This is an optimization exercise on Yosys and OpenROAD, whose aim is small area, a short achievable clock period and few clock cycles, not a production implementation. The RTL was checked by simulation tests, not by an equivalence proof against the original design. No activity file was given, so power comes from the tool's default toggle rates.

<file path="flow/design.v">
function [3:0] S1( input [3:0] x );
  begin
    case(x)
      4'd00: S1 = 4'hC;
      4'd01: S1 = 4'h4;
      4'd02: S1 = 4'h6;
      4'd03: S1 = 4'h2;
      4'd04: S1 = 4'hA;
      4'd05: S1 = 4'h5;
      4'd06: S1 = 4'hB;
      4'd07: S1 = 4'h9;
      4'd08: S1 = 4'hE;
      4'd09: S1 = 4'h8;
      4'd10: S1 = 4'hD;
      4'd11: S1 = 4'h7;
      4'd12: S1 = 4'h0;
      4'd13: S1 = 4'h3;
      4'd14: S1 = 4'hF;
      4'd15: S1 = 4'h1;
      default: S1 = 4'hX;
    endcase
  end
endfunction
function [3:0] S2( input [3:0] x );
  begin
    case(x)
      4'd00: S2 = 4'h6;
      4'd01: S2 = 4'h8;
      4'd02: S2 = 4'h2;
      4'd03: S2 = 4'h3;
      4'd04: S2 = 4'h9;
      4'd05: S2 = 4'hA;
      4'd06: S2 = 4'h5;
      4'd07: S2 = 4'hC;
      4'd08: S2 = 4'h1;
      4'd09: S2 = 4'hE;
      4'd10: S2 = 4'h4;
      4'd11: S2 = 4'h7;
      4'd12: S2 = 4'hB;
      4'd13: S2 = 4'hD;
      4'd14: S2 = 4'h0;
      4'd15: S2 = 4'hF;
      default: S2 = 4'hX;
    endcase
  end
endfunction
function [3:0] S3( input [3:0] x );
  begin
    case(x)
      4'd00: S3 = 4'hB;
      4'd01: S3 = 4'h3;
      4'd02: S3 = 4'h5;
      4'd03: S3 = 4'h8;
      4'd04: S3 = 4'h2;
      4'd05: S3 = 4'hF;
      4'd06: S3 = 4'hA;
      4'd07: S3 = 4'hD;
      4'd08: S3 = 4'hE;
      4'd09: S3 = 4'h1;
      4'd10: S3 = 4'h7;
      4'd11: S3 = 4'h4;
      4'd12: S3 = 4'hC;
      4'd13: S3 = 4'h9;
      4'd14: S3 = 4'h6;
      4'd15: S3 = 4'h0;
      default: S3 = 4'hX;
    endcase
  end
endfunction
function [3:0] S4( input [3:0] x );
  begin
    case(x)
      4'd00: S4 = 4'hC;
      4'd01: S4 = 4'h8;
      4'd02: S4 = 4'h2;
      4'd03: S4 = 4'h1;
      4'd04: S4 = 4'hD;
      4'd05: S4 = 4'h4;
      4'd06: S4 = 4'hF;
      4'd07: S4 = 4'h6;
      4'd08: S4 = 4'h7;
      4'd09: S4 = 4'h0;
      4'd10: S4 = 4'hA;
      4'd11: S4 = 4'h5;
      4'd12: S4 = 4'h3;
      4'd13: S4 = 4'hE;
      4'd14: S4 = 4'h9;
      4'd15: S4 = 4'hB;
      default: S4 = 4'hX;
    endcase
  end
endfunction
function [3:0] S5( input [3:0] x );
  begin
    case(x)
      4'd00: S5 = 4'h7;
      4'd01: S5 = 4'hF;
      4'd02: S5 = 4'h5;
      4'd03: S5 = 4'hA;
      4'd04: S5 = 4'h8;
      4'd05: S5 = 4'h1;
      4'd06: S5 = 4'h6;
      4'd07: S5 = 4'hD;
      4'd08: S5 = 4'h0;
      4'd09: S5 = 4'h9;
      4'd10: S5 = 4'h3;
      4'd11: S5 = 4'hE;
      4'd12: S5 = 4'hB;
      4'd13: S5 = 4'h4;
      4'd14: S5 = 4'h2;
      4'd15: S5 = 4'hC;
      default: S5 = 4'hX;
    endcase
  end
endfunction
function [3:0] S6( input [3:0] x );
  begin
    case(x)
      4'd00: S6 = 4'h5;
      4'd01: S6 = 4'hD;
      4'd02: S6 = 4'hF;
      4'd03: S6 = 4'h6;
      4'd04: S6 = 4'h9;
      4'd05: S6 = 4'h2;
      4'd06: S6 = 4'hC;
      4'd07: S6 = 4'hA;
      4'd08: S6 = 4'hB;
      4'd09: S6 = 4'h7;
      4'd10: S6 = 4'h8;
      4'd11: S6 = 4'h1;
      4'd12: S6 = 4'h4;
      4'd13: S6 = 4'h3;
      4'd14: S6 = 4'hE;
      4'd15: S6 = 4'h0;
      default: S6 = 4'hX;
    endcase
  end
endfunction
function [3:0] S7( input [3:0] x );
  begin
    case(x)
      4'd00: S7 = 4'h8;
      4'd01: S7 = 4'hE;
      4'd02: S7 = 4'h2;
      4'd03: S7 = 4'h5;
      4'd04: S7 = 4'h6;
      4'd05: S7 = 4'h9;
      4'd06: S7 = 4'h1;
      4'd07: S7 = 4'hC;
      4'd08: S7 = 4'hF;
      4'd09: S7 = 4'h4;
      4'd10: S7 = 4'hB;
      4'd11: S7 = 4'h0;
      4'd12: S7 = 4'hD;
      4'd13: S7 = 4'hA;
      4'd14: S7 = 4'h3;
      4'd15: S7 = 4'h7;
      default: S7 = 4'hX;
    endcase
  end
endfunction
function [3:0] S8( input [3:0] x );
  begin
    case(x)
      4'd00: S8 = 4'h1;
      4'd01: S8 = 4'h7;
      4'd02: S8 = 4'hE;
      4'd03: S8 = 4'hD;
      4'd04: S8 = 4'h0;
      4'd05: S8 = 4'h5;
      4'd06: S8 = 4'h8;
      4'd07: S8 = 4'h3;
      4'd08: S8 = 4'h4;
      4'd09: S8 = 4'hF;
      4'd10: S8 = 4'hA;
      4'd11: S8 = 4'h6;
      4'd12: S8 = 4'h9;
      4'd13: S8 = 4'hC;
      4'd14: S8 = 4'hB;
      4'd15: S8 = 4'h2;
      default: S8 = 4'hX;
    endcase
  end
endfunction
`timescale 1ns / 100ps
module gost_round (a, b, k, a_n, b_n);
  input  [31:0] a, b, k;
  output [31:0] a_n, b_n;
function [3:0] S1( input [3:0] x );
  begin
    case(x)
      4'd00: S1 = 4'hC;
      4'd01: S1 = 4'h4;
      4'd02: S1 = 4'h6;
      4'd03: S1 = 4'h2;
      4'd04: S1 = 4'hA;
      4'd05: S1 = 4'h5;
      4'd06: S1 = 4'hB;
      4'd07: S1 = 4'h9;
      4'd08: S1 = 4'hE;
      4'd09: S1 = 4'h8;
      4'd10: S1 = 4'hD;
      4'd11: S1 = 4'h7;
      4'd12: S1 = 4'h0;
      4'd13: S1 = 4'h3;
      4'd14: S1 = 4'hF;
      4'd15: S1 = 4'h1;
      default: S1 = 4'hX;
    endcase
  end
endfunction
function [3:0] S2( input [3:0] x );
  begin
    case(x)
      4'd00: S2 = 4'h6;
      4'd01: S2 = 4'h8;
      4'd02: S2 = 4'h2;
      4'd03: S2 = 4'h3;
      4'd04: S2 = 4'h9;
      4'd05: S2 = 4'hA;
      4'd06: S2 = 4'h5;
      4'd07: S2 = 4'hC;
      4'd08: S2 = 4'h1;
      4'd09: S2 = 4'hE;
      4'd10: S2 = 4'h4;
      4'd11: S2 = 4'h7;
      4'd12: S2 = 4'hB;
      4'd13: S2 = 4'hD;
      4'd14: S2 = 4'h0;
      4'd15: S2 = 4'hF;
      default: S2 = 4'hX;
    endcase
  end
endfunction
function [3:0] S3( input [3:0] x );
  begin
    case(x)
      4'd00: S3 = 4'hB;
      4'd01: S3 = 4'h3;
      4'd02: S3 = 4'h5;
      4'd03: S3 = 4'h8;
      4'd04: S3 = 4'h2;
      4'd05: S3 = 4'hF;
      4'd06: S3 = 4'hA;
      4'd07: S3 = 4'hD;
      4'd08: S3 = 4'hE;
      4'd09: S3 = 4'h1;
      4'd10: S3 = 4'h7;
      4'd11: S3 = 4'h4;
      4'd12: S3 = 4'hC;
      4'd13: S3 = 4'h9;
      4'd14: S3 = 4'h6;
      4'd15: S3 = 4'h0;
      default: S3 = 4'hX;
    endcase
  end
endfunction
function [3:0] S4( input [3:0] x );
  begin
    case(x)
      4'd00: S4 = 4'hC;
      4'd01: S4 = 4'h8;
      4'd02: S4 = 4'h2;
      4'd03: S4 = 4'h1;
      4'd04: S4 = 4'hD;
      4'd05: S4 = 4'h4;
      4'd06: S4 = 4'hF;
      4'd07: S4 = 4'h6;
      4'd08: S4 = 4'h7;
      4'd09: S4 = 4'h0;
      4'd10: S4 = 4'hA;
      4'd11: S4 = 4'h5;
      4'd12: S4 = 4'h3;
      4'd13: S4 = 4'hE;
      4'd14: S4 = 4'h9;
      4'd15: S4 = 4'hB;
      default: S4 = 4'hX;
    endcase
  end
endfunction
function [3:0] S5( input [3:0] x );
  begin
    case(x)
      4'd00: S5 = 4'h7;
      4'd01: S5 = 4'hF;
      4'd02: S5 = 4'h5;
      4'd03: S5 = 4'hA;
      4'd04: S5 = 4'h8;
      4'd05: S5 = 4'h1;
      4'd06: S5 = 4'h6;
      4'd07: S5 = 4'hD;
      4'd08: S5 = 4'h0;
      4'd09: S5 = 4'h9;
      4'd10: S5 = 4'h3;
      4'd11: S5 = 4'hE;
      4'd12: S5 = 4'hB;
      4'd13: S5 = 4'h4;
      4'd14: S5 = 4'h2;
      4'd15: S5 = 4'hC;
      default: S5 = 4'hX;
    endcase
  end
endfunction
function [3:0] S6( input [3:0] x );
  begin
    case(x)
      4'd00: S6 = 4'h5;
      4'd01: S6 = 4'hD;
      4'd02: S6 = 4'hF;
      4'd03: S6 = 4'h6;
      4'd04: S6 = 4'h9;
      4'd05: S6 = 4'h2;
      4'd06: S6 = 4'hC;
      4'd07: S6 = 4'hA;
      4'd08: S6 = 4'hB;
      4'd09: S6 = 4'h7;
      4'd10: S6 = 4'h8;
      4'd11: S6 = 4'h1;
      4'd12: S6 = 4'h4;
      4'd13: S6 = 4'h3;
      4'd14: S6 = 4'hE;
      4'd15: S6 = 4'h0;
      default: S6 = 4'hX;
    endcase
  end
endfunction
function [3:0] S7( input [3:0] x );
  begin
    case(x)
      4'd00: S7 = 4'h8;
      4'd01: S7 = 4'hE;
      4'd02: S7 = 4'h2;
      4'd03: S7 = 4'h5;
      4'd04: S7 = 4'h6;
      4'd05: S7 = 4'h9;
      4'd06: S7 = 4'h1;
      4'd07: S7 = 4'hC;
      4'd08: S7 = 4'hF;
      4'd09: S7 = 4'h4;
      4'd10: S7 = 4'hB;
      4'd11: S7 = 4'h0;
      4'd12: S7 = 4'hD;
      4'd13: S7 = 4'hA;
      4'd14: S7 = 4'h3;
      4'd15: S7 = 4'h7;
      default: S7 = 4'hX;
    endcase
  end
endfunction
function [3:0] S8( input [3:0] x );
  begin
    case(x)
      4'd00: S8 = 4'h1;
      4'd01: S8 = 4'h7;
      4'd02: S8 = 4'hE;
      4'd03: S8 = 4'hD;
      4'd04: S8 = 4'h0;
      4'd05: S8 = 4'h5;
      4'd06: S8 = 4'h8;
      4'd07: S8 = 4'h3;
      4'd08: S8 = 4'h4;
      4'd09: S8 = 4'hF;
      4'd10: S8 = 4'hA;
      4'd11: S8 = 4'h6;
      4'd12: S8 = 4'h9;
      4'd13: S8 = 4'hC;
      4'd14: S8 = 4'hB;
      4'd15: S8 = 4'h2;
      default: S8 = 4'hX;
    endcase
  end
endfunction
  wire [31:0] s  = a + k;
  wire [31:0] sb = {S8(s[31:28]),S7(s[27:24]),S6(s[23:20]),S5(s[19:16]),S4(s[15:12]),S3(s[11:8]),S2(s[7:4]),S1(s[3:0])};
  assign a_n = b ^ {sb[20:0], sb[31:21]};
  assign b_n = a;
endmodule
`timescale 1ns / 100ps
module mul (x, y, t, xn);
  input  [64-1:0] x;
  input  [1:0]        y;
  output [64-1:0] t;
  output [64-1:0] xn;
  wire [64-1:0] x1 = {x[62:0], 1'b0} ^ (x[63] ? 64'h1B : 64'h0);
  assign xn = {x1[62:0], 1'b0} ^ (x1[63] ? 64'h1B : 64'h0);
  assign t  = (y[0] ? x : 64'h0) ^ (y[1] ? x1 : 64'h0);
endmodule
`timescale 1ns / 100ps
module mgm(clk, rst, len_A, len_M, cmd, done, key, A, M, C, T, nonce);
    input clk;
    input rst;
    input [32-1:0] len_A;
    input [32-1:0] len_M;
    input [5:0] cmd;
    output reg done;
    input [256-1:0] key;
    input [64-1:0] A;
    input [64-1:0] M;
    output [64-1:0] C;
    output [64-1:0] T;
    input [64-2:0] nonce;
localparam S_IDLE = 4'd0, S_N1 = 4'd1, S_N1B = 4'd2, S_ZA = 4'd3, S_N0 = 4'd4,
           S_ZM = 4'd5, S_YM = 4'd6, S_ZF = 4'd7, S_WF = 4'd8, S_SF = 4'd9;
localparam P_N1 = 3'd0, P_N0 = 3'd1, P_Z = 3'd2, P_Y = 3'd3, P_S = 3'd4;
reg [3:0]  st, st_n;
reg [2:0]  pc;           
reg        run, rdy;     
reg [4:0]  rc;           
reg [31:0] a, b, kreg;   
reg [63:0] Z, Y, S, x, y;
reg [31:0] LA, LM;
reg        mbusy;
reg [4:0]  mc;
reg load, clr_rdy, clr_pc, done_n, ld_z, ld_y, ld_h, ld_ya, ld_yc, ld_yl, mstart, clr_acc;
reg [2:0] psel;
always @(*) begin
    st_n = st; load = 0; psel = P_Z; clr_rdy = 0; clr_pc = 0; done_n = 0;
    ld_z = 0; ld_y = 0; ld_h = 0; ld_ya = 0; ld_yc = 0; ld_yl = 0; mstart = 0; clr_acc = 0;
    case (st)
        S_IDLE: if (pc == 1) begin
            load = 1; psel = P_N1; clr_acc = 1; st_n = S_N1;
        end
        S_N1: if (rdy) begin
            ld_z = 1; clr_rdy = 1; done_n = 1; clr_pc = 1; st_n = S_N1B;
        end
        S_N1B: begin
            load = 1; psel = P_Z; st_n = S_ZA;
        end
        S_ZA: if (rdy && !mbusy && (pc == 2 || pc == 3)) begin
            ld_h = 1; ld_ya = 1; mstart = 1; done_n = 1; clr_pc = 1; load = 1;
            if (pc == 2) begin psel = P_Z; st_n = S_ZA; end
            else begin psel = P_N0; st_n = S_N0; end
        end
        S_N0: if (rdy && pc == 4) begin
            ld_y = 1; done_n = 1; clr_pc = 1; load = 1; psel = P_Z; st_n = S_ZM;
        end
        S_ZM: if (rdy && !mbusy) begin
            ld_h = 1; load = 1; psel = P_Y; st_n = S_YM;
        end
        S_YM: if (rdy && (pc == 5 || pc == 6)) begin
            ld_yc = 1; mstart = 1; done_n = 1; clr_pc = 1; load = 1; psel = P_Z;
            st_n = (pc == 5) ? S_ZM : S_ZF;
        end
        S_ZF: if (rdy && !mbusy && pc == 7) begin
            ld_h = 1; ld_yl = 1; mstart = 1; clr_rdy = 1; st_n = S_WF;
        end
        S_WF: if (!mbusy) begin
            load = 1; psel = P_S; st_n = S_SF;
        end
        S_SF: if (run && rc == 5'd31) begin
            done_n = 1; clr_pc = 1; st_n = S_IDLE;
        end
        default: st_n = S_IDLE;
    endcase
end
always @(posedge clk) begin
    if (rst) begin
        st <= S_IDLE;
        pc <= 3'd0;
        done <= 1'b0;
    end else begin
        st <= st_n;
        done <= done_n;
        if (cmd != 6'd0) pc <= cmd[2:0];
        else if (clr_pc) pc <= 3'd0;
    end
end
wire [31:0] K [0:7];
assign {K[0],K[1],K[2],K[3],K[4],K[5],K[6],K[7]} = key;
reg [63:0] pdata;
always @(*) begin
    case (psel)
        P_N1: pdata = {1'b1, nonce};
        P_N0: pdata = {1'b0, nonce};
        P_Y:  pdata = Y;
        P_S:  pdata = S;
        default: pdata = Z;
    endcase
end
wire [4:0] rc_n = load ? 5'd0 : rc + 5'd1;
wire [2:0] kidx = (&rc_n[4:3]) ? ~rc_n[2:0] : rc_n[2:0];
wire [31:0] ra, rb;
gost_round rnd(.a(a), .b(b), .k(kreg), .a_n(ra), .b_n(rb));
always @(posedge clk) begin
    if (rst) begin
        run <= 1'b0;
        rdy <= 1'b0;
    end else if (load) begin
        run <= 1'b1;
        rdy <= 1'b0;
    end else if (run && rc == 5'd31) begin
        run <= 1'b0;
        rdy <= 1'b1;
    end else if (clr_rdy) begin
        rdy <= 1'b0;
    end
end
always @(posedge clk) begin
    if (load || run) begin
        rc <= rc_n;
        kreg <= K[kidx];
    end
    if (load) {b, a} <= pdata;
    else if (run) {a, b} <= {ra, rb};
end
assign T = {a, b};
wire [63:0] mask = ~((64'h1 << (64 - len_M)) - 64'h1);
wire [63:0] cval = (pc == 6) ? (({a, b} ^ M) & mask) : ({a, b} ^ M);
wire [63:0] mt, xn;
mul m(.x(x), .y(y[1:0]), .t(mt), .xn(xn));
always @(posedge clk) begin
    if (rst) begin
        mbusy <= 1'b0;
    end else if (mstart) begin
        mbusy <= 1'b1;
    end else if (mbusy && mc == 5'd31) begin
        mbusy <= 1'b0;
    end
    if (mstart) mc <= 5'd0;
    else if (mbusy) mc <= mc + 5'd1;
    if (ld_z) Z <= {a, b};
    else if (load && psel == P_Z) Z[63:32] <= Z[63:32] + 32'h1;
    if (ld_y) Y <= {a, b};
    else if (load && psel == P_Y) Y[31:0] <= Y[31:0] + 32'h1;
    if (ld_h) x <= {a, b};
    else if (mbusy) x <= xn;
    if (ld_ya) y <= A;
    else if (ld_yc) y <= cval;
    else if (ld_yl) y <= {LA, LM};
    else if (mbusy) y <= {2'b00, y[63:2]};
    if (clr_acc) S <= 64'h0;
    else if (mbusy) S <= S ^ mt;
    if (clr_acc) LA <= 32'h0;
    else if (ld_ya) LA <= LA + len_A;
    if (clr_acc) LM <= 32'h0;
    else if (ld_yc) LM <= LM + len_M;
end
assign C = y;
endmodule
</file>
<file path="flow/run.sh">
#!/bin/bash
# synth_recipe.tcl (not shown) runs the flow's synth.tcl, then flattens the netlist and writes it again
# the make line also repeats each setting of config.mk as NAME=value (left out here)
make -C /OpenROAD-flow-scripts/flow DESIGN_CONFIG=/design/flow/config.mk WORK_HOME=/design/flow/orfs CLKGATE_MAP_FILE= SYNTH_SCRIPT=/design/flow/synth_recipe.tcl finish
</file>
<file path="flow/constraint.sdc">
create_clock -name core_clock -period 7.5 [get_ports {clk}]
set_input_delay 1.5000 -clock core_clock [delete_from_list [all_inputs] [get_ports {clk}]]
set_output_delay 1.5000 -clock core_clock [all_outputs]
set_load 0.01 [all_outputs]
</file>
<file path="flow/config.mk">
export PLATFORM = sky130hd
export DESIGN_NAME = mgm
export DESIGN_NICKNAME = mgm
export VERILOG_FILES = /design/flow/design.v
export SDC_FILE = /design/flow/constraint.sdc
export NUM_CORES = 4
export LEC_CHECK = 0
export CAP_MARGIN = 20
export CORE_MARGIN = 2
export CORE_UTILIZATION = 40
export SLEW_MARGIN = 20
</file>
==> results_dict.tcl, run 1 <==
set metrics [dict create \
    cellLeakagePower_uw 0.0167 \
    finalCriticalPeriod_ns 6.56 \
    maxUsedRoutingLayer "met5" \
    post-route-cell-area_um2 45300 \
    setup_viol 0 \
    grt_pass1_vias 32700 \
    drive_gt1_share_pct 7.43 \
    multi_input_area_um2 20500 \
    postCtsHoldBufs 0 \
    antenna_found_initial 11 \
    synthArstFlopShare_pct 0 \
    synthTopCellsByArea "edfxtp_1 30%, nand2_1 8.3%, dfxtp_1 8.2%, xor2_1 6.4%, ha_1 5.1%" \
    worstHoldPathType "flop to flop" \
    ant_nets 0 \
    syn2layout_area_growth_pct 28.5 \
    synth_nets 4768 \
    yosys_register_bits 501 \
    dieArea_um2 90500 \
    via_per_inst 5.91 \
    cts_root_buf "clkbuf_16" \
    netlist_area_um2 35200 \
    synth-simple-area-share_pct 19.5 \
    yosysTopAreaCell "edfxtp_1" \
    placement_rows 108 \
    cts_setup_buffers 0 \
    startpoint_type "input pin" \
    num-fill-cells 8274 \
    dp_hpwl_um 122000 \
    post_synth.cell_area_avg_um2 8.59 \
    numClockSinks 501 \
    r2r_cells 16 \
    grt_max_degree 88 \
    synth_compound_area_share_pct 18.8 \
    met3_length_um 14800 \
    p_total_uw 19600 \
    startpoint "len_M[1]" \
    synth_edf_count 357 \
    yosysWarnings 2 \
    start_util_pct 40.5 \
    gp_congestion 0.997 \
    crit_required_ns 8.02 \
    hold_viol 0 \
    portBuffers 647 \
    cts_buffers 60 \
    wirelength_um 159000 \
    worstPathArrival_ns 7.08 \
    ys.flop_type "edfxtp_1" \
    first_pass_iters 7 \
    syn_inst 4103 \
    grt_overflow 0 \
    worst-setup-path-type "input pin to flop" \
    synth_top_family_by_area "simple AND/OR/NAND/NOR gates" \
    synthMuxAreaShare_pct 4.43 \
    drt-initial-drc-count 4010 \
    hold_slack_ns 0.477 \
    endpoint "y[38]" \
    period_share_pct 87.5 \
    power.density_nw_per_um2 432 \
    synthAdderAreaFrac_pct 5.25 \
    clock_path_buffers 3 \
    tightest_slew_ns 1.27 \
    wire_per_inst_um 27.1 \
    end_kind "flop" \
    grt_usage_pct 34.1 \
    routed-via-count 34800 \
    die_y_um 301 \
    clock_skew_ns 0.0538 \
    drt-met1-wl_um 62700 \
    min_path_cells 2 \
    seq_area_um2 13600 \
    slew_headroom_pct 15.2 \
    r2r-end "a[10]" \
    route.met2.wl_um 74100 \
    vdd_drop_max_mv 0.365 \
    r2r_start "a[0]" \
    worst-r2r-setup-slack_ns 2.07 \
    ios 648 \
    ctsHtreeMaxLevel 2 \
    dieWidth_um 301 \
    synth_seq_area_share_pct 38.6 \
    synthXorXnorAreaFrac_pct 10.0 \
    clk_pin_slew_ns 0.06 \
    clk_latency_ns 0.69 \
    fin_util_pct 52.0 \
    ys_types 95 \
    worstPathMaxFanout 13 \
    rsz0062_at_grt "no" \
    ctsResizeCount 0 \
    core_area_um2 87000 \
    drc 0 \
    fin_nets 5339 \
    finalSetupTns_ns 0 \
    tritoncts "done" \
    drv_cap 0 \
    grt_pass1_wl_um 228000 \
    place_area_um2 43100 \
    status "finished clean" \
    finalMaxSlewViolations 0 \
    fmax_ghz 0.152 \
    yosys.area.top_type_share_pct 30.4 \
]
-- stage by stage --
step                setup slack (ns)  instances
floorplan                       1.34       4103
global placement               0.517       5767
CTS                             1.12       5881
finish                         0.941       5884
detailed placement             0.447       5767
global route                   0.675       5882
-- synthesized netlist by cell type, drive strengths merged, types with 14 or more instances --
cell / count
nor3: 73
o31ai: 23
o211ai: 48
a2111oi: 15
and2: 14
nand2: 783
nand2b: 22
inv: 75
nor4: 16
or3: 20
nand4: 35
edfxtp: 357
ha: 143
nor2: 339
mux2i: 66
and3: 31
xor2: 257
dfxtp: 144
buf: 54
o21a: 20
a21o: 33
nand3: 153
a21oi: 319
o21ai: 267
a31oi: 62
a211oi: 32
mux2: 64
nor2b: 21
clkbuf: 185
a222oi: 65
xnor2: 146
-- report_power, final --
| group | leakage [µW] | internal, µW | total, µW | switching [µW] |
|---|---|---|---|---|
| clock network | 0.00105 | 1850 | 3180 | 1330 |
| registers | 0.00442 | 3840 | 4480 | 637 |
| logic | 0.0112 | 4400 | 11900 | 7500 |
-- final cells by class --
cell class,count,area share (%)
inverter,76,0.630
multi-input combinational,3287,45.4
clock buffer,79,3.76
clock inverter,35,0.978
tap,1155,3.19
timing repair buffer,748,16.0
antenna,3,0.0166
sequential,501,30.1
-- worst min-delay path by stage --
stage,to,slack [ns],from
after floorplan,LA[31],0.45,LA[31]
after global placement,LA[12],0.46,LA[12]
after detailed placement,LA[27],0.47,LA[27]
after CTS,LA[27],0.48,LA[27]
after global routing,LA[27],0.50,LA[27]
final,LA[11],0.48,LA[11]
-- kinds of logic after synthesis --
group,count (synthesis)
fa+ha+maj,146
simple gates,1566
flops,501
xor+xnor,403
buf+inv,315
compound gates,1034
mux,138
-- critical path, stage by stage --
cell             delay [ns]
clkdlybuf4s50_1        0.49
inv_1                  0.15
ha_1                   0.27
or4b_1                 0.50
o21ai_2                0.29
nand4_1                0.25
and3_1                 0.26
a311o_1                0.38
and4b_1                0.27
nand3_4                0.20
nor3_1                 0.07
buf_4                  0.18
nand2_1                0.07
ha_1                   0.56
inv_1                  0.25
a31oi_1                0.61
a21boi_0               0.31
xor2_1                 0.25
o21ai_1                0.09
o21ai_1                0.12
-- metal layers --
| layer | track usage (%) | vias to the layer above |
|---|---|---|
| met5 | 0 | - |
| met4 | 15.0 | 16 |
| met3 | 5.97 | 300 |
| met2 | 56.2 | 1883 |
| met1 | 43.7 | 16600 |
| li1 | - | 16000 |
-- flip-flops by register name, indices dropped and copies added, names as in the netlist --
register,cells
LM,32
S,64
rc,5
kreg,32
Z,64
b,32
mbusy,1
done,1
y,64
pc,3
run,1
a,32
x,64
LA,32
mc,5
st,4
rdy,1
Y,64
-- layout by cell type (no fill, tap or decap), types with 32 or more instances in the layout --
cell	Yosys	layout
nand2_1	782	778
clkdlybuf4s50_1	0	647
edfxtp_1	357	357
nor2_1	339	336
a21oi_1	319	318
o21ai_0	260	259
xor2_1	257	257
nand3_1	150	148
xnor2_1	146	146
dfxtp_1	144	143
ha_1	143	143
buf_4	1	101
inv_1	75	74
nor3_1	72	71
mux2i_1	66	66
a222oi_1	65	65
mux2_2	64	64
a31oi_1	62	62
clkbuf_16	0	61
o211ai_1	48	48
nand4_1	34	34
a211oi_1	32	32
a21o_1	33	32
Testbench counts, summed over its fixed seeds: cycles 17,356.
==> run 2, diff against run 1 <==
--- a/flow/design.v
+++ b/flow/design.v
@@ -372,4 +372,33 @@
 endfunction
-  wire [31:0] s  = a + k;
-  wire [31:0] sb = {S8(s[31:28]),S7(s[27:24]),S6(s[23:20]),S5(s[19:16]),S4(s[15:12]),S3(s[11:8]),S2(s[7:4]),S1(s[3:0])};
+  wire [31:0] g = a & k;
+  wire [31:0] p = a ^ k;
+  wire [7:0] G, P;
+  genvar n;
+  generate for (n = 0; n < 8; n = n + 1) begin : nib
+    assign G[n] = g[4*n+3] | (p[4*n+3] & g[4*n+2]) | (p[4*n+3] & p[4*n+2] & g[4*n+1]) |
+                  (p[4*n+3] & p[4*n+2] & p[4*n+1] & g[4*n]);
+    assign P[n] = &p[4*n+3:4*n];
+  end endgenerate
+  wire g01 = G[1] | (P[1] & G[0]);
+  wire p01 = P[1] & P[0];
+  wire g23 = G[3] | (P[3] & G[2]);
+  wire p23 = P[3] & P[2];
+  wire g45 = G[5] | (P[5] & G[4]);
+  wire p45 = P[5] & P[4];
+  wire g03 = g23 | (p23 & g01);
+  wire g02 = G[2] | (P[2] & g01);
+  wire g04 = G[4] | (P[4] & g03);
+  wire g05 = g45 | (p45 & g03);
+  wire g06 = G[6] | (P[6] & g05);
+  wire [7:0] c = {g06, g05, g04, g03, g02, g01, G[0], 1'b0};
+  wire [3:0] s0 [0:7];
+  wire [3:0] s1 [0:7];
+  generate for (n = 0; n < 8; n = n + 1) begin : sum
+    assign s0[n] = a[4*n+3:4*n] + k[4*n+3:4*n];
+    assign s1[n] = a[4*n+3:4*n] + k[4*n+3:4*n] + 4'd1;
+  end endgenerate
+  wire [31:0] x0 = {S8(s0[7]), S7(s0[6]), S6(s0[5]), S5(s0[4]), S4(s0[3]), S3(s0[2]), S2(s0[1]), S1(s0[0])};
+  wire [31:0] x1 = {S8(s1[7]), S7(s1[6]), S6(s1[5]), S5(s1[4]), S4(s1[3]), S3(s1[2]), S2(s1[1]), S1(s1[0])};
+  wire [31:0] cm = {{4{c[7]}}, {4{c[6]}}, {4{c[5]}}, {4{c[4]}}, {4{c[3]}}, {4{c[2]}}, {4{c[1]}}, {4{c[0]}}};
+  wire [31:0] sb = (x1 & cm) | (x0 & ~cm);
   assign a_n = b ^ {sb[20:0], sb[31:21]};
@@ -377,2 +406,48 @@
 endmodule
+module gost_28147_89 (clk, rst, key, load, take, pdata, q, rdy, fin);
+  input clk, rst;
+  input [255:0] key;
+  input load;           
+  input take;           
+  input [63:0] pdata;
+  output [63:0] q;      
+  output reg rdy;
+  output fin;           
+  reg run;
+  reg [4:0] rc;
+  reg [31:0] a, b, kreg;
+  wire [31:0] K [0:7];
+  assign {K[0],K[1],K[2],K[3],K[4],K[5],K[6],K[7]} = key;
+  wire [4:0] rc1 = rc + 5'd1;
+  wire [2:0] kidx = (&rc1[4:3]) ? ~rc1[2:0] : rc1[2:0];
+  assign fin = run & (&rc);
+  always @(posedge clk) begin
+    if (rst) begin
+      run <= 1'b0;
+      rdy <= 1'b0;
+    end else if (load) begin
+      run <= 1'b1;
+      rdy <= 1'b0;
+    end else if (fin) begin
+      run <= 1'b0;
+      rdy <= 1'b1;
+    end else if (take) begin
+      rdy <= 1'b0;
+    end
+  end
+  wire [31:0] ra, rb;
+  gost_round rnd(.a(a), .b(b), .k(kreg), .a_n(ra), .b_n(rb));
+  always @(posedge clk) begin
+    if (load) begin
+      rc <= 5'd0;
+      kreg <= K[0];
+      {b, a} <= pdata;
+    end else if (run) begin
+      rc <= rc1;
+      kreg <= K[kidx];
+      {a, b} <= {ra, rb};
+    end
+  end
+  assign q = {a, b};
+endmodule
 `timescale 1ns / 100ps
@@ -380,3 +455,3 @@
   input  [64-1:0] x;
-  input  [1:0]        y;
+  input  [3:0]        y;
   output [64-1:0] t;
@@ -384,4 +459,6 @@
   wire [64-1:0] x1 = {x[62:0], 1'b0} ^ (x[63] ? 64'h1B : 64'h0);
-  assign xn = {x1[62:0], 1'b0} ^ (x1[63] ? 64'h1B : 64'h0);
-  assign t  = (y[0] ? x : 64'h0) ^ (y[1] ? x1 : 64'h0);
+  wire [64-1:0] x2 = {x1[62:0], 1'b0} ^ (x1[63] ? 64'h1B : 64'h0);
+  wire [64-1:0] x3 = {x2[62:0], 1'b0} ^ (x2[63] ? 64'h1B : 64'h0);
+  assign xn = {x3[62:0], 1'b0} ^ (x3[63] ? 64'h1B : 64'h0);
+  assign t  = ({64{y[0]}} & x) ^ ({64{y[1]}} & x1) ^ ({64{y[2]}} & x2) ^ ({64{y[3]}} & x3);
 endmodule
@@ -401,10 +478,7 @@
     input [64-2:0] nonce;
-localparam S_IDLE = 4'd0, S_N1 = 4'd1, S_N1B = 4'd2, S_ZA = 4'd3, S_N0 = 4'd4,
-           S_ZM = 4'd5, S_YM = 4'd6, S_ZF = 4'd7, S_WF = 4'd8, S_SF = 4'd9;
-localparam P_N1 = 3'd0, P_N0 = 3'd1, P_Z = 3'd2, P_Y = 3'd3, P_S = 3'd4;
-reg [3:0]  st, st_n;
+localparam S_IDLE = 3'd0, S_INIT = 3'd1, S_INIT2 = 3'd2, S_INIT3 = 3'd3,
+           S_RUN = 3'd4, S_FINW = 3'd5, S_FINS = 3'd6;
+reg [2:0]  st, st_n;
 reg [2:0]  pc;           
-reg        run, rdy;     
-reg [4:0]  rc;           
-reg [31:0] a, b, kreg;   
+reg        hp, gp;       
 reg [63:0] Z, Y, S, x, y;
@@ -412,40 +486,50 @@
 reg        mbusy;
-reg [4:0]  mc;
-reg load, clr_rdy, clr_pc, done_n, ld_z, ld_y, ld_h, ld_ya, ld_yc, ld_yl, mstart, clr_acc;
-reg [2:0] psel;
+reg [3:0]  mc;
+reg [6:0]  lenq;         
+reg        lenok;
+wire [63:0] h0q, h1q, g0q, g1q;
+wire h0r, h1r, g0r, g1r, h0f, h1f, g0f, g1f;
+wire [63:0] hq = hp ? h1q : h0q;
+wire [63:0] gq = gp ? g1q : g0q;
+wire hr = hp ? h1r : h0r;
+wire gr = gp ? g1r : g0r;
+reg clr_pc, done_n, init, ld_zy, ld_h0, ld_h1, ld_g0, ld_g1, tk_h, tk_g,
+    ld_a, ld_c, ld_l, clr_acc, h0_s, h0_n, g0_n;
 always @(*) begin
-    st_n = st; load = 0; psel = P_Z; clr_rdy = 0; clr_pc = 0; done_n = 0;
-    ld_z = 0; ld_y = 0; ld_h = 0; ld_ya = 0; ld_yc = 0; ld_yl = 0; mstart = 0; clr_acc = 0;
+    st_n = st; clr_pc = 0; done_n = 0; init = 0; ld_zy = 0;
+    ld_h0 = 0; ld_h1 = 0; ld_g0 = 0; ld_g1 = 0; tk_h = 0; tk_g = 0;
+    ld_a = 0; ld_c = 0; ld_l = 0; clr_acc = 0; h0_s = 0; h0_n = 0; g0_n = 0;
     case (st)
         S_IDLE: if (pc == 1) begin
-            load = 1; psel = P_N1; clr_acc = 1; st_n = S_N1;
-        end
-        S_N1: if (rdy) begin
-            ld_z = 1; clr_rdy = 1; done_n = 1; clr_pc = 1; st_n = S_N1B;
+            ld_h0 = 1; h0_n = 1; ld_g0 = 1; g0_n = 1; clr_acc = 1; st_n = S_INIT;
         end
-        S_N1B: begin
-            load = 1; psel = P_Z; st_n = S_ZA;
+        S_INIT: if (h0r) begin
+            ld_zy = 1; done_n = 1; clr_pc = 1; st_n = S_INIT2;
         end
-        S_ZA: if (rdy && !mbusy && (pc == 2 || pc == 3)) begin
-            ld_h = 1; ld_ya = 1; mstart = 1; done_n = 1; clr_pc = 1; load = 1;
-            if (pc == 2) begin psel = P_Z; st_n = S_ZA; end
-            else begin psel = P_N0; st_n = S_N0; end
+        S_INIT2: begin
+            ld_h0 = 1; ld_g0 = 1; st_n = S_INIT3;
         end
-        S_N0: if (rdy && pc == 4) begin
-            ld_y = 1; done_n = 1; clr_pc = 1; load = 1; psel = P_Z; st_n = S_ZM;
+        S_INIT3: begin
+            ld_h1 = 1; ld_g1 = 1; st_n = S_RUN;
+        end
+        S_RUN: case (pc)
+            2, 3: if (hr && !mbusy) begin
+                ld_a = 1; tk_h = 1; ld_h0 = !hp; ld_h1 = hp; done_n = 1; clr_pc = 1;
+            end
+            4: begin
+                done_n = 1; clr_pc = 1;
+            end
+            5, 6: if (hr && gr && !mbusy) begin
+                ld_c = 1; tk_h = 1; tk_g = 1; ld_h0 = !hp; ld_h1 = hp; ld_g0 = !gp; ld_g1 = gp;
+                done_n = 1; clr_pc = 1;
+            end
+            7: if (hr && !mbusy) begin
+                ld_l = 1; tk_h = 1; st_n = S_FINW;
+            end
+            default: ;
+        endcase
+        S_FINW: if (!mbusy) begin
+            ld_h0 = 1; h0_s = 1; st_n = S_FINS;
         end
-        S_ZM: if (rdy && !mbusy) begin
-            ld_h = 1; load = 1; psel = P_Y; st_n = S_YM;
-        end
-        S_YM: if (rdy && (pc == 5 || pc == 6)) begin
-            ld_yc = 1; mstart = 1; done_n = 1; clr_pc = 1; load = 1; psel = P_Z;
-            st_n = (pc == 5) ? S_ZM : S_ZF;
-        end
-        S_ZF: if (rdy && !mbusy && pc == 7) begin
-            ld_h = 1; ld_yl = 1; mstart = 1; clr_rdy = 1; st_n = S_WF;
-        end
-        S_WF: if (!mbusy) begin
-            load = 1; psel = P_S; st_n = S_SF;
-        end
-        S_SF: if (run && rc == 5'd31) begin
+        S_FINS: if (h0f) begin
             done_n = 1; clr_pc = 1; st_n = S_IDLE;
@@ -466,66 +550,52 @@
     end
-end
-wire [31:0] K [0:7];
-assign {K[0],K[1],K[2],K[3],K[4],K[5],K[6],K[7]} = key;
-reg [63:0] pdata;
-always @(*) begin
-    case (psel)
-        P_N1: pdata = {1'b1, nonce};
-        P_N0: pdata = {1'b0, nonce};
-        P_Y:  pdata = Y;
-        P_S:  pdata = S;
-        default: pdata = Z;
-    endcase
-end
-wire [4:0] rc_n = load ? 5'd0 : rc + 5'd1;
-wire [2:0] kidx = (&rc_n[4:3]) ? ~rc_n[2:0] : rc_n[2:0];
-wire [31:0] ra, rb;
-gost_round rnd(.a(a), .b(b), .k(kreg), .a_n(ra), .b_n(rb));
-always @(posedge clk) begin
-    if (rst) begin
-        run <= 1'b0;
-        rdy <= 1'b0;
-    end else if (load) begin
-        run <= 1'b1;
-        rdy <= 1'b0;
-    end else if (run && rc == 5'd31) begin
-        run <= 1'b0;
-        rdy <= 1'b1;
-    end else if (clr_rdy) begin
-        rdy <= 1'b0;
-    end
-end
-always @(posedge clk) begin
-    if (load || run) begin
-        rc <= rc_n;
-        kreg <= K[kidx];
+    if (clr_acc) begin
+        hp <= 1'b0;
+        gp <= 1'b0;
+    end else begin
+        if (tk_h) hp <= !hp;
+        if (tk_g) gp <= !gp;
     end
-    if (load) {b, a} <= pdata;
-    else if (run) {a, b} <= {ra, rb};
 end
-assign T = {a, b};
-wire [63:0] mask = ~((64'h1 << (64 - len_M)) - 64'h1);
-wire [63:0] cval = (pc == 6) ? (({a, b} ^ M) & mask) : ({a, b} ^ M);
+wire [63:0] h0d = h0_n ? {1'b1, nonce} : h0_s ? S : Z;
+wire [63:0] g0d = g0_n ? {1'b0, nonce} : Y;
+gost_28147_89 h0(.clk(clk), .rst(rst), .key(key), .load(ld_h0), .take(tk_h & !hp),
+                 .pdata(h0d), .q(h0q), .rdy(h0r), .fin(h0f));
+gost_28147_89 h1(.clk(clk), .rst(rst), .key(key), .load(ld_h1), .take(tk_h & hp),
+                 .pdata(Z), .q(h1q), .rdy(h1r), .fin(h1f));
+gost_28147_89 g0(.clk(clk), .rst(rst), .key(key), .load(ld_g0), .take(tk_g & !gp),
+                 .pdata(g0d), .q(g0q), .rdy(g0r), .fin(g0f));
+gost_28147_89 g1(.clk(clk), .rst(rst), .key(key), .load(ld_g1), .take(tk_g & gp),
+                 .pdata(Y), .q(g1q), .rdy(g1r), .fin(g1f));
+assign T = h0q;
+wire [63:0] mask;
+genvar i;
+generate for (i = 0; i < 64; i = i + 1) begin : msk
+    assign mask[i] = lenok && (lenq >= 7'd64 - i);
+end endgenerate
+wire [63:0] cval = (pc == 6) ? ((gq ^ M) & mask) : (gq ^ M);
 wire [63:0] mt, xn;
-mul m(.x(x), .y(y[1:0]), .t(mt), .xn(xn));
+mul m(.x(x), .y(y[3:0]), .t(mt), .xn(xn));
+wire ld_x = ld_a | ld_c | ld_l;
 always @(posedge clk) begin
+    lenq <= len_M[6:0];
+    lenok <= (len_M[31:7] == 25'd0) && (len_M[6:0] <= 7'd64);
     if (rst) begin
         mbusy <= 1'b0;
-    end else if (mstart) begin
+    end else if (ld_x) begin
         mbusy <= 1'b1;
-    end else if (mbusy && mc == 5'd31) begin
+    end else if (mbusy && mc == 4'd15) begin
         mbusy <= 1'b0;
     end
-    if (mstart) mc <= 5'd0;
-    else if (mbusy) mc <= mc + 5'd1;
-    if (ld_z) Z <= {a, b};
-    else if (load && psel == P_Z) Z[63:32] <= Z[63:32] + 32'h1;
-    if (ld_y) Y <= {a, b};
-    else if (load && psel == P_Y) Y[31:0] <= Y[31:0] + 32'h1;
-    if (ld_h) x <= {a, b};
+    if (ld_x) mc <= 4'd0;
+    else if (mbusy) mc <= mc + 4'd1;
+    if (ld_zy) Z <= h0q;
+    else if (ld_h0 && !h0_n && !h0_s || ld_h1) Z[63:32] <= Z[63:32] + 32'h1;
+    if (ld_zy) Y <= g0q;
+    else if (ld_g0 && !g0_n || ld_g1) Y[31:0] <= Y[31:0] + 32'h1;
+    if (ld_x) x <= hq;
     else if (mbusy) x <= xn;
-    if (ld_ya) y <= A;
-    else if (ld_yc) y <= cval;
-    else if (ld_yl) y <= {LA, LM};
-    else if (mbusy) y <= {2'b00, y[63:2]};
+    if (ld_a) y <= A;
+    else if (ld_c) y <= cval;
+    else if (ld_l) y <= {LA, LM};
+    else if (mbusy) y <= {4'b0000, y[63:4]};
     if (clr_acc) S <= 64'h0;
@@ -533,5 +603,5 @@
     if (clr_acc) LA <= 32'h0;
-    else if (ld_ya) LA <= LA + len_A;
+    else if (ld_a) LA <= LA + len_A;
     if (clr_acc) LM <= 32'h0;
-    else if (ld_yc) LM <= LM + len_M;
+    else if (ld_c) LM <= LM + len_M;
 end
--- a/flow/config.mk
+++ b/flow/config.mk
@@ -9,3 +9,4 @@
 export CORE_MARGIN = 2
-export CORE_UTILIZATION = 40
+export CORE_UTILIZATION = 55
+export SETUP_SLACK_MARGIN = 4
 export SLEW_MARGIN = 20
==> results_dict.tcl, run 2 <==
set metrics [dict create \
    clk_pin_slew_ns 0.06 \
    finalCriticalPeriod_ns 3.60 \
    worst-r2r-setup-slack_ns 3.90 \
    tritoncts "done" \
    power.density_nw_per_um2 391 \
    ios 648 \
    fin_nets 9590 \
    wire_per_inst_um 31.8 \
    via_per_inst 6.94 \
    first_pass_iters 13 \
    dp_hpwl_um 238000 \
    yosys_register_bits 818 \
    drive_gt1_share_pct 12.3 \
    core_area_um2 124000 \
    grt_pass1_vias 64500 \
    fmax_ghz 0.278 \
    routed-via-count 72200 \
    dieWidth_um 357 \
    syn2layout_area_growth_pct 23.6 \
    syn_inst 8050 \
    startpoint "h0.rc[1]" \
    synthXorXnorAreaFrac_pct 9.83 \
    tightest_slew_ns 1.00 \
    r2r_start "h0.rc[1]" \
    r2r_cells 12 \
    die_y_um 357 \
    layout.cells.non_filler 10400 \
    crit_required_ns 7.99 \
    dp.cells 9957 \
    drv_cap 0 \
    synthArstFlopShare_pct 0 \
    cts_buffers 94 \
    numClockSinks 818 \
    worstPathArrival_ns 4.09 \
    ys.flop_type "edfxtp_1" \
    gp_congestion 1.06 \
    yosysTopAreaCell "edfxtp_1" \
    cellLeakagePower_uw 0.0317 \
    drc 0 \
    min_path_cells 2 \
    place_area_um2 76600 \
    dieArea_um2 128000 \
    drt-initial-drc-count 13400 \
    vdd_drop_max_mv 0.825 \
    finalSetupTns_ns 0 \
    worstPathMaxFanout 12 \
    slew_headroom_pct 33.3 \
    clk_latency_ns 0.78 \
    fin_util_pct 68.5 \
    placement_rows 129 \
    status "finished clean" \
    startpoint_type "flop" \
    wirelength_um 330000 \
    ys_types 98 \
    worst-setup-path-type "flop to flop" \
    synth.most_common_cell "nand2_1" \
    grt_max_degree 151 \
    cts_root_buf "clkbuf_16" \
    setup_viol 0 \
    end_kind "flop" \
    synth_nets 9008 \
    clock_skew_ns 0.0508 \
    clock_path_buffers 3 \
    endpoint "h0.kreg[1]" \
    synth_top_family_by_area "compound AO/OA/AOI/OAI gates" \
    synthTopCellsByCount "1548 x nand2_1, 791 x a21oi_1, 640 x edfxtp_1" \
    period_share_pct 48.0 \
    grt_usage_pct 48.9 \
    portBuffers 647 \
    synthTopCellsByArea "edfxtp_1 28%, nand2_1 8.5%, ha_1 7.4%, a21oi_1 5.8%, dfxtp_1 5.2%" \
    yosys.area.top_type_share_pct 28.0 \
    ant_nets 0 \
    yosysWarnings 3 \
    postCtsHoldBufs 0 \
    grt_pass1_wl_um 453000 \
    netlist_area_um2 68600 \
    synthAdderAreaFrac_pct 8.41 \
    post-route-cell-area_um2 84700 \
    synth-simple-area-share_pct 16.5 \
    layout_commonest_cell "nand2_1" \
    r2r-end "h0.kreg[1]" \
    grt_overflow 0 \
    synth_compound_area_share_pct 20.2 \
    antenna_found_initial 56 \
    layout_common_cells "1542 x nand2_1, 753 x a21oi_1, 640 x edfxtp_1" \
    post_synth.cell_area_avg_um2 8.52 \
    worstHoldPathType "flop to flop" \
    synth_seq_area_share_pct 33.2 \
    finalMaxSlewViolations 0 \
    hold_viol 0 \
    rsz0062_at_grt "yes" \
    synthMuxAreaShare_pct 8.03 \
    ctsHtreeMaxLevel 3 \
    synth_edf_count 640 \
    start_util_pct 55.5 \
]
## run 2: repair_timing
action | in CTS | in global routing
gates resized for setup | 297 | 299
pin swaps | 46 | 77
setup endpoints to repair | 902 | 537
setup buffers | 92 | 103
gates cloned | 14 | 7
## run 2: worst min path at each step
| stage | from | endpoint | slack [ns] |
|---|---|---|---|
| final | LA[11] | LA[11] | 0.48 |
| after global routing | LA[5] | LA[5] | 0.49 |
| after CTS | LA[11] | LA[11] | 0.48 |
| after detailed placement | LA[11] | LA[11] | 0.47 |
| after global placement | LA[5] | LA[5] | 0.46 |
| after floorplan | LM[24] | LM[24] | 0.45 |
## run 2: area by class of cell
cell class / count / area [µm²]
repair buffers: 960 / 9550
clock inverters: 41 / 621
inverters: 196 / 739
fillers: 9714 / 38900
flip-flops and latches: 818 / 22800
multi-input cells: 6562 / 46100
clock buffers: 136 / 2710
well taps: 1637 / 2050
diodes: 41 / 103
## run 2: logic make-up (layout without fill, tap and decap cells)
logic type,Yosys count,count (layout)
xor+xnor,752,752
flops,818,818
compound gates,2229,2229
mux,419,419
buf+inv,681,1333
other cells,0,41
simple gates,2710,2721
fa+ha+maj,441,441
## run 2: report_power, final
| part | switching [µW] | internal (µW) | total, µW | leakage, µW |
|---|---|---|---|---|
| registers | 762 | 5840 | 6600 | 0.00729 |
| logic | 12800 | 8700 | 21500 | 0.0228 |
| clock network | 2230 | 2860 | 5090 | 0.00159 |
## run 2: metal layers
layer	track usage, %	vias up	routed length, µm
li1	-	30300	-
met1	60.2	33700	110000
met2	69.0	6500	131000
met3	18.6	1630	54400
met4	37.7	26	33900
met5	0	-	173
## run 2: stage by stage
stage          hold WS (ns)  total power (µW)  setup slack [ns]
2_1_floorplan         0.447             18700              3.82
3_3_place_gp          0.462             24200              1.83
3_5_place_dp          0.469             24400              2.54
4_1_cts               0.477             30700              3.93
5_1_grt               0.494             34300              3.85
6_report              0.476             33200              3.90
## run 2: worst max-delay path: stages (launching register included)
cell and delay (ns):
dfxtp_1 0.46, ha_2 0.36, and3_1 0.19, ha_2 0.34, a21oi_1 0.36, a32oi_1 0.12
buf_4 0.26, nor2_1 0.20, buf_4 0.30, a22oi_1 0.13, o21ai_0 0.09, a21oi_1 0.09
a21oi_4 0.44
Testbench counts of run 2, summed over its fixed seeds: cycles 7,567.

re-timing with driven ports:
Ports are ideal in the flow. The routed layouts listed here were re-timed in OpenROAD.
Step 1: set_driving_cell puts a clkbuf_16 on clk and a buf_2 on each other input, an assumption about the parent block.
Step 2 moves the port delays by t, midway between the first and last clock arrival at a register: inputs arrive t later, outputs are due t later. That takes back most of the time a late clock gives input paths.
Slacks: no drivers / after step 1 / after step 2; pairs: no drivers / after step 1.
run	shift t [ns]	setup slack, ns	latest minus earliest clock arrival (ns)	worst data-port slew with drivers (ns)
run 1	0.736	0.941 / 0.991 / 0.255	0.055 / 0.055	0.15
run 2	0.849	3.898 / 3.869 / 3.198	0.051 / 0.051	0.18
After both steps every run listed still meets setup and hold. For run 2, which loses most, drivers alone change the setup slack by -0.029 ns; drivers and shift together by -0.700 ns.
